Context: an optimization exercise on an open-source flow, tuned for small area, a short achievable clock period and few clock cycles. The choices shown serve that exercise and are no tape-out recipe. Where RTL was checked, it was by simulation tests only, not by an equivalence proof against the original. For run 1, only the layout was checked, not whether the RTL still works.

==> flow/design.v (outline; a module is shown in full before it is edited, if it fits) <==
// module mmm_q: 183 lines
// module mmm_inv: 139 lines
// module mmm_dreg: 7 lines
// module mmm_fa: 10 lines
// module mmm_ha: 9 lines
// module mmm_r2mm_2n: 10616 lines
module mmm_r2mm_2n
#(
    parameter K = 256
)
(
    input   wire            clk     ,
    input   wire            rst_n   ,
    input   wire [K-1  :0]  x       ,
    input   wire [K-1  :0]  y       ,
    input   wire [K-1  :0]  m       ,
    input   wire            req     ,
    output  wire [K-1  :0]  res     ,
    output  reg             val     
);
  // ...
==> flow/flow/run.sh <==
#!/bin/bash
set -uo pipefail
bash standard.sh SETUP_SLACK_MARGIN=22.5 MATCH_CELL_FOOTPRINT=0 \
  'BUFFER_PORTS_ARGS=-buffer_cell sky130_fd_sc_hd__buf_2' finish > standard_flow.log 2>&1
==> flow/standard.sh <==
#!/bin/bash
# synth_recipe.tcl (not shown) runs the flow's synth.tcl, then flattens the netlist and writes it again
# the make line also repeats each setting of config.mk as NAME=value (left out here)
make -C /OpenROAD-flow-scripts/flow DESIGN_CONFIG=/design/flow/config.mk WORK_HOME=/design/flow/orfs CLKGATE_MAP_FILE= SYNTH_SCRIPT=/design/flow/synth_recipe.tcl "${@:-finish}"
==> flow/config.mk <==
export PLATFORM = sky130hd
export DESIGN_NAME = mmm_r2mm_2n
export DESIGN_NICKNAME = mmm_r2mm_2n
export VERILOG_FILES = /design/flow/design.v
export SDC_FILE = /design/flow/constraint.sdc
export NUM_CORES = 8
export LEC_CHECK = 0
export CAP_MARGIN = 20
export CORE_MARGIN = 2
export CORE_UTILIZATION = 55
export CTS_CLUSTER_DIAMETER = 100
export CTS_CLUSTER_SIZE = 30
export SETUP_SLACK_MARGIN = 2
export SLEW_MARGIN = 20
export SYNTH_HIERARCHICAL = 1
export SYNTH_MINIMUM_KEEP_SIZE = 0
export TNS_END_PERCENT = 5
==> flow/constraint.sdc <==
create_clock -name core_clock -period 30.0 [get_ports {clk}]
set_input_delay 6.0000 -clock core_clock [delete_from_list [all_inputs] [get_ports {clk}]]
set_output_delay 6.0000 -clock core_clock [all_outputs]
set_load 0.01 [all_outputs]
==> summary.txt, run 1 <==
- Status: finished clean
- Antenna violations before repair: 124
- Pre-CTS setup slack: 21.75 ns
- Largest net degree at the start of global routing: roughly 170
- CTS tree: yes
- # clk buffers: 111
- Slowest CP cell: dfxtp_4
- GPL Wtd Cong: 1.04
- Row cnt: 199
- Placed inst area: roughly 170000 um2
- Hold Crit Start: Sr[99]
- WL met3: 62400 um
- CTS clock-pin slew for the worst setup and hold paths: 0.11 ns
- Vias in the first global route: 133k
- Share of layout cells above drive strength 1: 11.4%
- # IOs: ~1.0k
- Final setup violating endpoints: 0
- Post-route DRC: 0
- Max-slew violations: 0
- WHS Path Cells: 1
- Fraction of area in multi-input gates: between 70% and 80%
- P&R area growth vs syn: 7.31%
==> run 2, diff against run 1 <==
--- a/flow/design.v
+++ b/flow/design.v
@@ -357,30 +357,30 @@
     input   wire [K-1  :0]  y       ,
     input   wire [K-1  :0]  m       ,
     input   wire            req     ,
     output  wire [K-1  :0]  res     ,
     output  reg             val     
 );
 localparam KD = 8;
 localparam SW = 265;
-reg  [255:0]  Yr, Mr, Rr;
+reg  [255:0]  Yr, Mr;
 reg  [SW-1:0] Sr, Cr;
 reg           cinr;
 reg  [31:0]   sel;
 reg  [5:0]    cnt;
 wire [SW-1:0] ns, nc;
 wire ncin;
 wire idle  = (cnt == 6'd0);
 wire start = req & idle;
 wire it    = (cnt != 6'd0) && (cnt <= 6'd33);
 wire f1    = (cnt == 6'd34);
 wire f2    = (cnt == 6'd35);
 wire clr   = idle | f2;
-always @(posedge clk) begin Yr <= y; Mr <= m; end
+always @(posedge clk) Mr <= m;
 wire [KD-1:0] inv_t, inv3_t;
 mmm_inv u_inv (.a(Mr[KD-1:1]), .inv(inv_t), .inv3(inv3_t));
 wire [KD-1:0] q_0;
 mmm_q u_q0 (.clk(clk), .clr(clr), .ns(ns[KD-1:0]), .nc(nc[KD-1:0]), .ncin(ncin), .inv(inv_t), .inv3(inv3_t), .q(q_0));
 wire [KD-1:0] q_1;
 mmm_q u_q1 (.clk(clk), .clr(clr), .ns(ns[KD-1:0]), .nc(nc[KD-1:0]), .ncin(ncin), .inv(inv_t), .inv3(inv3_t), .q(q_1));
 wire [KD-1:0] q_2;
 mmm_q u_q2 (.clk(clk), .clr(clr), .ns(ns[KD-1:0]), .nc(nc[KD-1:0]), .ncin(ncin), .inv(inv_t), .inv3(inv3_t), .q(q_2));
@@ -10944,18 +10944,18 @@
     end else if (f1) begin
         Sr <= {ns[SW-1:257], cpa};
         Cr <= {{(SW-256){1'b0}}, Mr};
         cinr <= 1'b0;
     end else begin
         Sr <= ns; Cr <= nc; cinr <= ncin;
     end
 end
-always @(posedge clk) Rr <= ~(cout ? Sr[255:0] : cpa[255:0]);
-assign res = Rr;
+always @(posedge clk) Yr <= f2 ? ~(cout ? Sr[255:0] : cpa[255:0]) : y;
+assign res = Yr;
 always @(posedge clk or negedge rst_n) begin
     if (!rst_n) begin
         cnt <= 6'd0; val <= 1'b0;
     end else begin
         val <= f2;
         if (start) cnt <= 6'd1;
         else if (f2) cnt <= 6'd0;
         else if (!idle) cnt <= cnt + 6'd1;
==> flow/config.mk (replaced) <==
export PLATFORM = sky130hd
export DESIGN_NAME = mmm_r2mm_2n
export DESIGN_NICKNAME = mmm_r2mm_2n
export VERILOG_FILES = /design/flow/design.v
export SDC_FILE = /design/flow/constraint.sdc
export NUM_CORES = 8
export LEC_CHECK = 0
export CAP_MARGIN = 20
export CORE_MARGIN = 2
export CORE_UTILIZATION = 55
export SETUP_SLACK_MARGIN = 2
export SLEW_MARGIN = 20
export SYNTH_HIERARCHICAL = 1
export SYNTH_MINIMUM_KEEP_SIZE = 0
export TNS_END_PERCENT = 5
==> run 2 against run 1 <==
Wire length about the same. Critical path type unchanged. Worst hold slack better by 0.019 ns. Die area decreased by 1.8%. First-iteration DRC count rose by 9.3%. Area after synthesis is 1.8% lower. Via count rose by 2.7%.
==> summary.txt, run 2 <==
- Post-Syn Nets: 21.1k (was 20.8k)
- Worst relative slew slack: 19.6% (was 7.12%)
- Status: finished clean (unchanged)
- Most frequent cells in the layout: nand2_1 (5270), fa_1 (4313), buf_2 (995), dfxtp_1 (943), a21oi_1 (437) (was nand2_1 (5019), fa_1 (4313), dfxtp_1 (1424), buf_2 (1025), inv_1 (383))
- Avg Inst Size Synth: 10.2 um2 (was 10.6 um2)
- Longest Clk Path Bufs: 4 (unchanged)
- Arr. time, crit path: 1.59 ns (was 1.60 ns)
- Placed inst area: 166000 um2 (was 169000 um2)
- Die ar.: 295000 um2 (was 300000 um2)
- GPL Wtd Cong: 1.01 (was 1.04)
- Initial Util: 55.4% (was 55.3%)
- CP delay by family, top: flip-flops (unchanged)
- Worst EP required: 24.00 ns (about the same)
- Post-route DRC: 0 (unchanged)
- Ys Warns: 10 (unchanged)
- Die Ht: 543 um (was 548 um)
- Setup slack after layout: 22.41 ns (was 22.40 ns)
- Share of layout cells above drive strength 1: 13.0% (was 11.4%)
- Unrepaired setup endpoints after global routing: yes (unchanged)
- Row cnt: 197 (was 199)
- Slowest CP cell: dfxtp_2 (was dfxtp_4)
- Core area: 288000 um2 (was 294000 um2)
- Top Registers: Cr: 264 flops, Sr: 264 flops (unchanged)
- First-pass GRT wire length: 893000 um (was 891000 um)
- Grt ovf: 0 (unchanged)
- Design Area, Final: 173000 um2 (was 174000 um2)
- Actual slew at the worst max-slew pin: 1.20 ns (was 1.39 ns)
- Post-route minimum period: 7.59 ns (was 7.60 ns)
- CTS H-tree lvls: 4 (was 3)
- Register Area: 25600 um2 (was 30100 um2)
- Cell count after synthesis: 15.7k (was 15.3k)
- Max-slew violations: 0 (unchanged)
- Crit end category: primary output (unchanged)
- Filler cells: 24.4k (was 24.9k)
- # IOs: 1028 (unchanged)
- Critical-path maximum fanout: 9 (was 1)
- DR WL/cell: 30.7 um (about the same)
- CTS tree: yes (unchanged)
- Num CTS Buffers: 165 (was 107)
- Post-Syn Area: 160000 um2 (was 163000 um2)
- Iteration count of the initial detailed-routing pass: 6 (unchanged)
- Antenna violations before repair: 68 (was 124)
- Final setup violating endpoints: 0 (unchanged)
- Pre-CTS setup slack: 20.58 ns (was 21.75 ns)
- Worst min path class: register to register (unchanged)
- Initial DRC count: 12.0k (was 11.0k)
- Skew final: 0.0651 ns (was 0.107 ns)
- Final worst path period share: 25.3% (about the same)
- Crit-path max cell delay: 0.50 ns (was 0.45 ns)
- Max cap viols: 0 (unchanged)
- Largest net degree at the start of global routing: 201 (was 171)
- Total wire length: 603000 um (was 604000 um)
- Final core area utilization: 59.9% (was 59.3%)
- Buffers on Ports: 1027 (unchanged)
- Fin nets: 21.1k (was 20.7k)
- CP startpoint kind: register (unchanged)
- CTS clock-pin slew for the worst setup and hold paths: 0.06 ns (was 0.11 ns)
- All-Layer GR Usage: 41.5% (was 41.1%)
- CTS root buf: clkbuf_16 (unchanged)
- Cts hold-fix bufs: 0 (unchanged)
- Via count: 123k (was 119k)
- FMAX: 132 MHz (about the same)
- Vias in the first global route: 134k (was 133k)
- Fin. Hold Viols: 0 (unchanged)
- Setup TNS: 0 ns (unchanged)
- Buffers and inverters on the worst path: 1 (unchanged)
- Vias per cell: 6.22 (was 6.06)
- P&R area growth vs syn: 8.24% (was 7.31%)
- Most common cell after layout, fill and taps aside: nand2_1 (unchanged)
- Footprint of the multi-input gates: 128000 um2 (was 126000 um2)
- Detail Route Antenna Nets: 0 (unchanged)
- Critical path class: register to primary output (unchanged)
- CP Cell Sequence: buf_2 (was buf_4)
- Die width: 543 um (was 548 um)
- Worst-Skew Late Latency: 0.92 ns (was 0.99 ns)
- DP HPWL: 460000 um (was 461000 um)
- Clock sinks: 1240 (was 1496)
==> run 2: changes by cell type in the layout (fill, tap and decap cells not counted), sizes merged, moves of 128 or more <==
cell / before / now
nand2: 5022 / 5270
a21oi: 196 / 439
mux2i: 134 / 6
dfxtp: 1489 / 1233
diode: 359 / 132
clkbuf: 112 / 243
==> run 2: path summary, 6_finish.rpt <==
path / from / end / slack, ns / depth (start not counted)
worst max-delay path: Yr[144] / res[144] / 22.41 / 1
worst min-delay path: cnt[4] / cnt[4] / 0.52 / 1
worst max register to register: u_q2.sr[1] / Cr[140] / 22.63 / 18
worst min register to register: cnt[4] / cnt[4] / 0.52 / 1
max in group asynchronous: rst_n / cnt[3] / 24.85 / 1
min in group asynchronous: rst_n / val / 4.96 / 1
==> run 2: cell type report <==
class	instances	area share (%)
diodes	132	0.191
clock buffers	209	2.64
clock inverters	84	0.722
inverters	384	0.834
multi-input cells	12700	74.3
flip-flops and latches	1240	14.8
well taps	3781	2.74
repair buffers	1182	3.80
==> run 2: routing by layer <==
metal  GRT usage, %  up-vias  share of wire (%)
met5              0        -              0.030
met4           26.5       30                7.6
met3           11.8     1335                 11
met2           61.3     7503                 44
met1           54.1    64800                 38
li1               -    48800                  -
==> run 2: timing repair <==
item	in CTS	in global routing
setup endpoints to repair	369	587
gates resized for setup	458	30
pin swaps	2	0
setup buffers	7	0
==> run 2: per-stage QoR <==
step / hold slack, ns / instances
floorplan: 0.468 / 15700
global placement: 0.487 / 19200
detailed placement: 0.501 / 19200
CTS: 0.516 / 19500
global route: 0.538 / 19600
finish: 0.516 / 19700
==> run 2: worst register-to-register path, delay by kind of cell (launching register included) <==
kind,cells,cell delay [ns]
adder cells (fa/ha/maj),9,3.71
flip-flops,1,0.62
AO/OA/AOI/OAI,2,0.32
multiplexers,1,0.40
buffers and inverters,1,0.61
AND/OR/NAND/NOR,5,1.48
Testbench counts of run 2, summed over its fixed seeds: cycles 34,568.

==> separate check: timing with driven ports <==
The results above use ideal ports. As a check the final layouts listed here were re-extracted and re-timed, cells and wires unchanged. Step 1: set_driving_cell puts a clkbuf_16 on clk and a buf_2 on each other input, an assumption about the parent block. Step 2 adds t to the input delays and takes it off the output delays; t is the mean of the earliest and latest rising clock arrival at the registers after step 1. Input paths then give back, and output paths get back, about the clock's delay inside the block. Three values: ideal ports, drivers, drivers and shift; two values: the first two.
| run | shift t [ns] | setup WS [ns] | worst setup path after step 2 | clock arrival spread, ns |
|---|---|---|---|---|
| run 1 | 1.053 | 22.398 / 22.282 / 21.444 | input to register | 0.108 / 0.108 |
| run 2 | 1.008 | 22.410 / 22.291 / 21.679 | input to register | 0.065 / 0.065 |
After both steps setup and hold are still met in every run listed. The setup slack of run 1, which loses most, moves by -0.116 ns with the drivers and by -0.954 ns with both steps.
